What follows belongs to an exercise in optimizing a design on an open flow for small area and a short achievable clock period; a production flow would make more cautious choices. At most, simulation tests tie the RTL to the original design; equivalence was not proved. No driver is modelled on the clock port, so clock power and skew are understated where the tree is cut down; a real chip needs a root buffer or a tree. No activity file was given, so power comes from the tool's default toggle rates.

## before
// alu128_top
module alu128_top(
    input  logic         clk,
    input  logic [127:0] op1,
    input  logic [127:0] op2,
    input  logic [2:0]   opsel,
    input  logic         mode,
    output logic [127:0] result
    );
clock: 80.0 ns
lec_check: 0
abc_area: 1
cap_margin: 20
core_margin: 2
core_utilization: 40
slew_margin: 20
run.sh (not shown) runs the stock make flow with config.mk's settings and CLKGATE_MAP_FILE= SYNTH_SCRIPT=/design/flow/synth_recipe.tcl, a recipe that flattens the netlist after the stock synthesis.
### before -> after
- CTS_BUF_LIST now sky130_fd_sc_hd__clkbuf_4, previously not set
- As far as final-layout worst hold slack is concerned, before and after perform about the same.
- In the tables for before and after, cell depth of the worst min-delay path reads higher with before.
- Re worst-case setup margin in the final layout: before was higher than after.
- The lower final critical-path required period came out of before.
- STATUS leakage power total: after loses against before
- Flip-flop and latch share of the layout cell area: lower on before
- Number of fillers in the final layout: after vs before up 106
- Cell area | after vs before | after smaller
- Via count of the first global-routing pass, before and after: lower on before
No functional check of the RTL was part of any run of this note.

========
## run 1
alu128_top, a different RTL version from the one above (not shown whole).
Size in the first run: roughly 1600 cells after synthesis, about 390 I/O pins, ~15000 um^2 of cells after synthesis.
==> flow/config.mk <==
export PLATFORM = sky130hd
export DESIGN_NAME = alu128_top
export DESIGN_NICKNAME = alu128_top
export VERILOG_FILES = /design/flow/design.v
export SDC_FILE = /design/flow/constraint.sdc
export NUM_CORES = 8
export LEC_CHECK = 0
export CAP_MARGIN = 20
export CORE_MARGIN = 2
export CORE_UTILIZATION = 60
export PLACE_DENSITY = 0.7
export SLEW_MARGIN = 20
export SYNTH_HIERARCHICAL = 1
==> flow/constraint.sdc <==
create_clock -name core_clock -period 80.0 [get_ports {clk}]
set_input_delay 16.0000 -clock core_clock [delete_from_list [all_inputs] [get_ports {clk}]]
set_output_delay 16.0000 -clock core_clock [all_outputs]
set_load 0.01 [all_outputs]
standard.sh (not shown) runs the stock make flow with config.mk's settings and CLKGATE_MAP_FILE= SYNTH_SCRIPT=/design/flow/synth_recipe.tcl, a recipe that flattens the netlist after the stock synthesis.
==> flow/flow/run.sh <==
#!/bin/bash
# Layout flow: the standard ORFS flow (standard.sh) with the I/O port
# buffers made the smallest buffer, sky130_fd_sc_hd__buf_1, and a clock tree
# without dummy loads.
set -euo pipefail
cd "$(dirname "$0")/.."
export BUFFER_PORTS_ARGS="-buffer_cell sky130_fd_sc_hd__buf_1"
export CTS_ARGS="-sink_clustering_enable -repair_clock_nets -dont_use_dummy_load -sink_clustering_size 32 -sink_clustering_max_diameter 80"
bash standard.sh > orfs_make.log 2>&1
Run 1: flow completed, timing, DRC and antenna clean
Changes in run 2 relative to run 1:
==> flow/flow/run.sh <==
#!/bin/bash
# Layout flow: the standard ORFS flow (standard.sh) with
#  - the I/O port buffers made the smallest buffer, sky130_fd_sc_hd__buf_1;
#  - a clock tree of larger clusters and without dummy loads;
#  - after clock tree synthesis, the tree's root buffer taken out when it
#    drives only a few clock buffers, so that the clock port drives them.
set -euo pipefail
cd "$(dirname "$0")/.."
export BUFFER_PORTS_ARGS="-buffer_cell sky130_fd_sc_hd__buf_1"
export CTS_ARGS="-sink_clustering_enable -repair_clock_nets -dont_use_dummy_load -sink_clustering_size 36 -sink_clustering_max_diameter 60"
export POST_CTS_TCL="$PWD/flow/clock_root.tcl"
bash standard.sh > orfs_make.log 2>&1
==> flow/flow/clock_root.tcl (new file) <==
proc remove_clock_root {} {
  set block [ord::get_db_block]
  set clk_net [$block findNet clk]
  set loads {}
  foreach it [$clk_net getITerms] {
    if {[$it isInputSignal]} { lappend loads [$it getInst] }
  }
  if {[llength $loads] != 1} { puts "remove_clock_root: clock port has [llength $loads] loads, left as is"; return }
  set root [lindex $loads 0]
  if {![string match "*clkbuf*" [[$root getMaster] getName]]} { return }
  set rnet [[$root findITerm X] getNet]
  set below {}
  foreach it [$rnet getITerms] {
    if {[$it isInputSignal]} { lappend below $it }
  }
  if {[llength $below] > 4} { puts "remove_clock_root: root drives [llength $below] cells, left as is"; return }
  foreach it $below {
    if {![string match "*clkbuf*" [[[$it getInst] getMaster] getName]]} { puts "remove_clock_root: root drives a non-buffer, left as is"; return }
  }
  foreach it $below { $it disconnect; $it connect $clk_net }
  [$root findITerm A] disconnect
  [$root findITerm X] disconnect
  odb::dbInst_destroy $root
  odb::dbNet_destroy $rnet
  puts "remove_clock_root: clock port now drives [llength $below] clock buffers"
}
remove_clock_root
diff --git a/flow/config.mk b/flow/config.mk
--- a/flow/config.mk
+++ b/flow/config.mk
@@ -9,4 +9,4 @@
 export CORE_MARGIN = 2
-export CORE_UTILIZATION = 60
-export PLACE_DENSITY = 0.7
+export CORE_UTILIZATION = 72
+export PLACE_DENSITY = 0.8
 export SLEW_MARGIN = 20
[summary]
- Compared with run 1, run 2 shows a higher achievable frequency.
- CTS clock-pin slew for the worst setup and hold paths ended up 0.03 ns lower on run 2 than on run 1.
- Worst hold slack, run 1 and run 2: smaller value in run 2
- Run 1 ended up with result[72] as its startpoint of the most critical setup path; run 2 ended up with result[98].
- Routed via count divided by cell count on run 2 is up relative to run 1.
- Run 2 does worse than run 1 on total leakage power.
- Of the two values seen for destination of the critical timing path, result[72] was produced by run 1 and result[98] by run 2.
- Looking only at post-layout minimum cycle time, and setting everything else aside, the higher value of run 1 and run 2 goes to run 1.
- Between run 2 and run 1, it is run 2 whose clock network latency to the later pin of the worst-skew pair is lower, by 0.09 ns.
- Run 2 ended with less data arrival time of the critical path than run 1.
- Of run 2 and run 1, it is run 2 that has the lower antenna cell count.
- The higher horizontal die dimension of run 1 and run 2 is in run 1.
- Run 2 vs run 1 — placeable core region dropped by more than 10%
Input-level comparison between run 3 and run 2:
==> flow/flow/run.sh <==
#!/bin/bash
# Layout flow: the standard ORFS flow (standard.sh) with the I/O port
# buffers made the smallest buffer, sky130_fd_sc_hd__buf_1, and a clock tree
# without dummy loads.
set -euo pipefail
cd "$(dirname "$0")/.."
export BUFFER_PORTS_ARGS="-buffer_cell sky130_fd_sc_hd__buf_1"
export CTS_ARGS="-sink_clustering_enable -repair_clock_nets -dont_use_dummy_load -sink_clustering_size 30 -sink_clustering_max_diameter 60"
bash standard.sh > orfs_make.log 2>&1
diff --git a/flow/config.mk b/flow/config.mk
--- a/flow/config.mk
+++ b/flow/config.mk
@@ -9,4 +9,3 @@
 export CORE_MARGIN = 2
-export CORE_UTILIZATION = 72
-export PLACE_DENSITY = 0.8
+export CORE_UTILIZATION = 40
 export SLEW_MARGIN = 20
removed: flow/flow/clock_root.tcl
### Flow results
The worst setup path startpoint comes out result[98] in one run and result[70] in the other, namely in run 2 and run 3 respectively.
When run 3 is measured against run 2, its core utilization turns out 37 points lower.
Setup slack: run 3 less than run 2
Run 3 ran to completion and came out clean on the timing, design-rule and antenna checks.
Taking run 2 as the reference, in run 3 fmax fell by 1.2%; fraction of layout instances using a drive strength above 1 moved up; sum of met2 wire segment lengths after detailed routing fell by about 2.6%.
Setup changes, run 3 to run 4
==> flow/flow/run.sh <==
#!/bin/bash
# Layout flow: the standard ORFS flow (standard.sh) with
#  - the I/O port buffers made the smallest buffer, sky130_fd_sc_hd__buf_1;
#  - a clock tree of larger clusters and without dummy loads;
#  - after clock tree synthesis, the tree's root buffer taken out when it
#    drives only a few clock buffers, so that the clock port drives them.
set -euo pipefail
cd "$(dirname "$0")/.."
export BUFFER_PORTS_ARGS="-buffer_cell sky130_fd_sc_hd__buf_1"
export CTS_ARGS="-sink_clustering_enable -repair_clock_nets -dont_use_dummy_load -sink_clustering_size 32 -sink_clustering_max_diameter 80"
export POST_CTS_TCL="$PWD/flow/clock_root.tcl"
bash standard.sh > orfs_make.log 2>&1
==> flow/flow/clock_root.tcl (new file) <==
proc remove_clock_root {} {
  set block [ord::get_db_block]
  set clk_net [$block findNet clk]
  set loads {}
  foreach it [$clk_net getITerms] {
    if {[$it isInputSignal]} { lappend loads [$it getInst] }
  }
  if {[llength $loads] != 1} { puts "remove_clock_root: clock port has [llength $loads] loads, left as is"; return }
  set root [lindex $loads 0]
  if {![string match "*clkbuf*" [[$root getMaster] getName]]} { return }
  set rnet [[$root findITerm X] getNet]
  set below {}
  foreach it [$rnet getITerms] {
    if {[$it isInputSignal]} { lappend below $it }
  }
  if {[llength $below] > 4} { puts "remove_clock_root: root drives [llength $below] cells, left as is"; return }
  foreach it $below {
    if {![string match "*clkbuf*" [[[$it getInst] getMaster] getName]]} { puts "remove_clock_root: root drives a non-buffer, left as is"; return }
  }
  foreach it $below { $it disconnect; $it connect $clk_net }
  [$root findITerm A] disconnect
  [$root findITerm X] disconnect
  odb::dbInst_destroy $root
  odb::dbNet_destroy $rnet
  puts "remove_clock_root: clock port now drives [llength $below] clock buffers"
}
remove_clock_root
diff --git a/flow/config.mk b/flow/config.mk
--- a/flow/config.mk
+++ b/flow/config.mk
@@ -9,3 +9,4 @@
 export CORE_MARGIN = 2
-export CORE_UTILIZATION = 40
+export CORE_UTILIZATION = 60
+export PLACE_DENSITY = 0.7
 export SLEW_MARGIN = 20
--- outcome ---
- Run 4 completed; timing, DRC and antenna clean
- From run 4 to run 3, total buffers and inverters traversed by the critical path did not move at all.
- Wire length of the first global-routing pass, run 4 vs run 3: down by a few percent
- Total vias in the final route ends up higher on run 4.
- Between run 4 and run 3, it is run 4 whose met1 demand-to-capacity share in global routing is higher, by 9.2 points.
- Diff run 3 -> run 4: average via count per standard cell shows an increase of about 8%; combinational share of power grew by 2.2 points; clock period minus final worst setup slack now sits lower.
- Higher data arrival time of the worst path goes to run 3 over run 4.
- Run 4 ended with more proportion of power drawn by flip-flops and latches than run 3.
- First-iteration DRC count went up by more than half going from run 3 to run 4.
- Run 4 vs run 3, design area went down by 3.4%.
Input-level comparison between run 5 and run 4:
==> flow/flow/run.sh <==
#!/bin/bash
# Layout flow: the standard ORFS flow (standard.sh) with the I/O port
# buffers made the smallest buffer, sky130_fd_sc_hd__buf_1, and a clock tree
# without dummy loads.
set -euo pipefail
cd "$(dirname "$0")/.."
export BUFFER_PORTS_ARGS="-buffer_cell sky130_fd_sc_hd__buf_1"
export CTS_ARGS="-sink_clustering_enable -repair_clock_nets -dont_use_dummy_load -sink_clustering_size 32 -sink_clustering_max_diameter 80"
bash standard.sh > orfs_make.log 2>&1
diff --git a/flow/config.mk b/flow/config.mk
--- a/flow/config.mk
+++ b/flow/config.mk
@@ -9,4 +9,3 @@
 export CORE_MARGIN = 2
-export CORE_UTILIZATION = 60
-export PLACE_DENSITY = 0.7
+export CORE_UTILIZATION = 40
 export SLEW_MARGIN = 20
removed: flow/flow/clock_root.tcl
==> comparison <==
Against run 4, run 5 reports a fraction of area in multi-input gates that is lower.
Going from run 4 to run 5, first-pass GRT wire length grew by a few percent.
Comparing run 5 and run 4, growth of design area from synthesis to finish is higher on run 5.
Relative to run 4, maximum frequency has gone down in run 5.
Lower register-to-register slack was reported by run 4, not run 5.
Changes observed in run 5 relative to run 4: filler-free cell count of the finished design shows an increase of 6.2%; final non-filler cell area shows an increase of 370 um^2; share of layout cells above drive strength 1 shows an increase of 0.39 points.
STATUS worst setup slack: run 5 loses against run 4

==> port drivers added, routing unchanged <==
In the flow no input, the clock included, has a driving cell. The finished layouts below were timed again as built, in two steps.
Step 1: set_driving_cell puts a clkbuf_16 on clk and a buf_2 on each other input, an assumption about the parent block.
Step 2 adds t to the input delays and takes it off the output delays; t is the mean of the earliest and latest rising clock arrival at the registers after step 1. Input paths then give back, and output paths get back, about the clock's delay inside the block.
Slacks: ideal ports / drivers / drivers and shift; pairs: ideal ports / drivers.
run | shift t [ns] | slack for setup (ns) | hold WS [ns] | worst register clock-pin slew, ns
before | 0.609 | 62.496 / 62.441 / 63.050 | 0.707 / 0.707 / 0.707 | 0.06 / 0.06
after | 0.829 | 62.275 / 62.228 / 63.057 | 0.706 / 0.706 / 0.706 | 0.07 / 0.07
run 1 | 0.555 | 62.940 / 62.890 / 63.445 | 0.631 / 0.631 / 0.631 | 0.11 / 0.11
run 2 | 0.458 | 63.070 / 63.009 / 63.467 | 0.624 / 0.624 / 0.624 | 0.11 / 0.11
run 3 | 0.617 | 62.861 / 62.807 / 63.425 | 0.618 / 0.618 / 0.618 | 0.08 / 0.08
run 4 | 0.440 | 63.065 / 63.003 / 63.443 | 0.631 / 0.631 / 0.631 | 0.11 / 0.11
run 5 | 0.587 | 62.916 / 62.863 / 63.450 | 0.596 / 0.596 / 0.596 | 0.12 / 0.12
After both steps setup and hold are still met in every run listed.
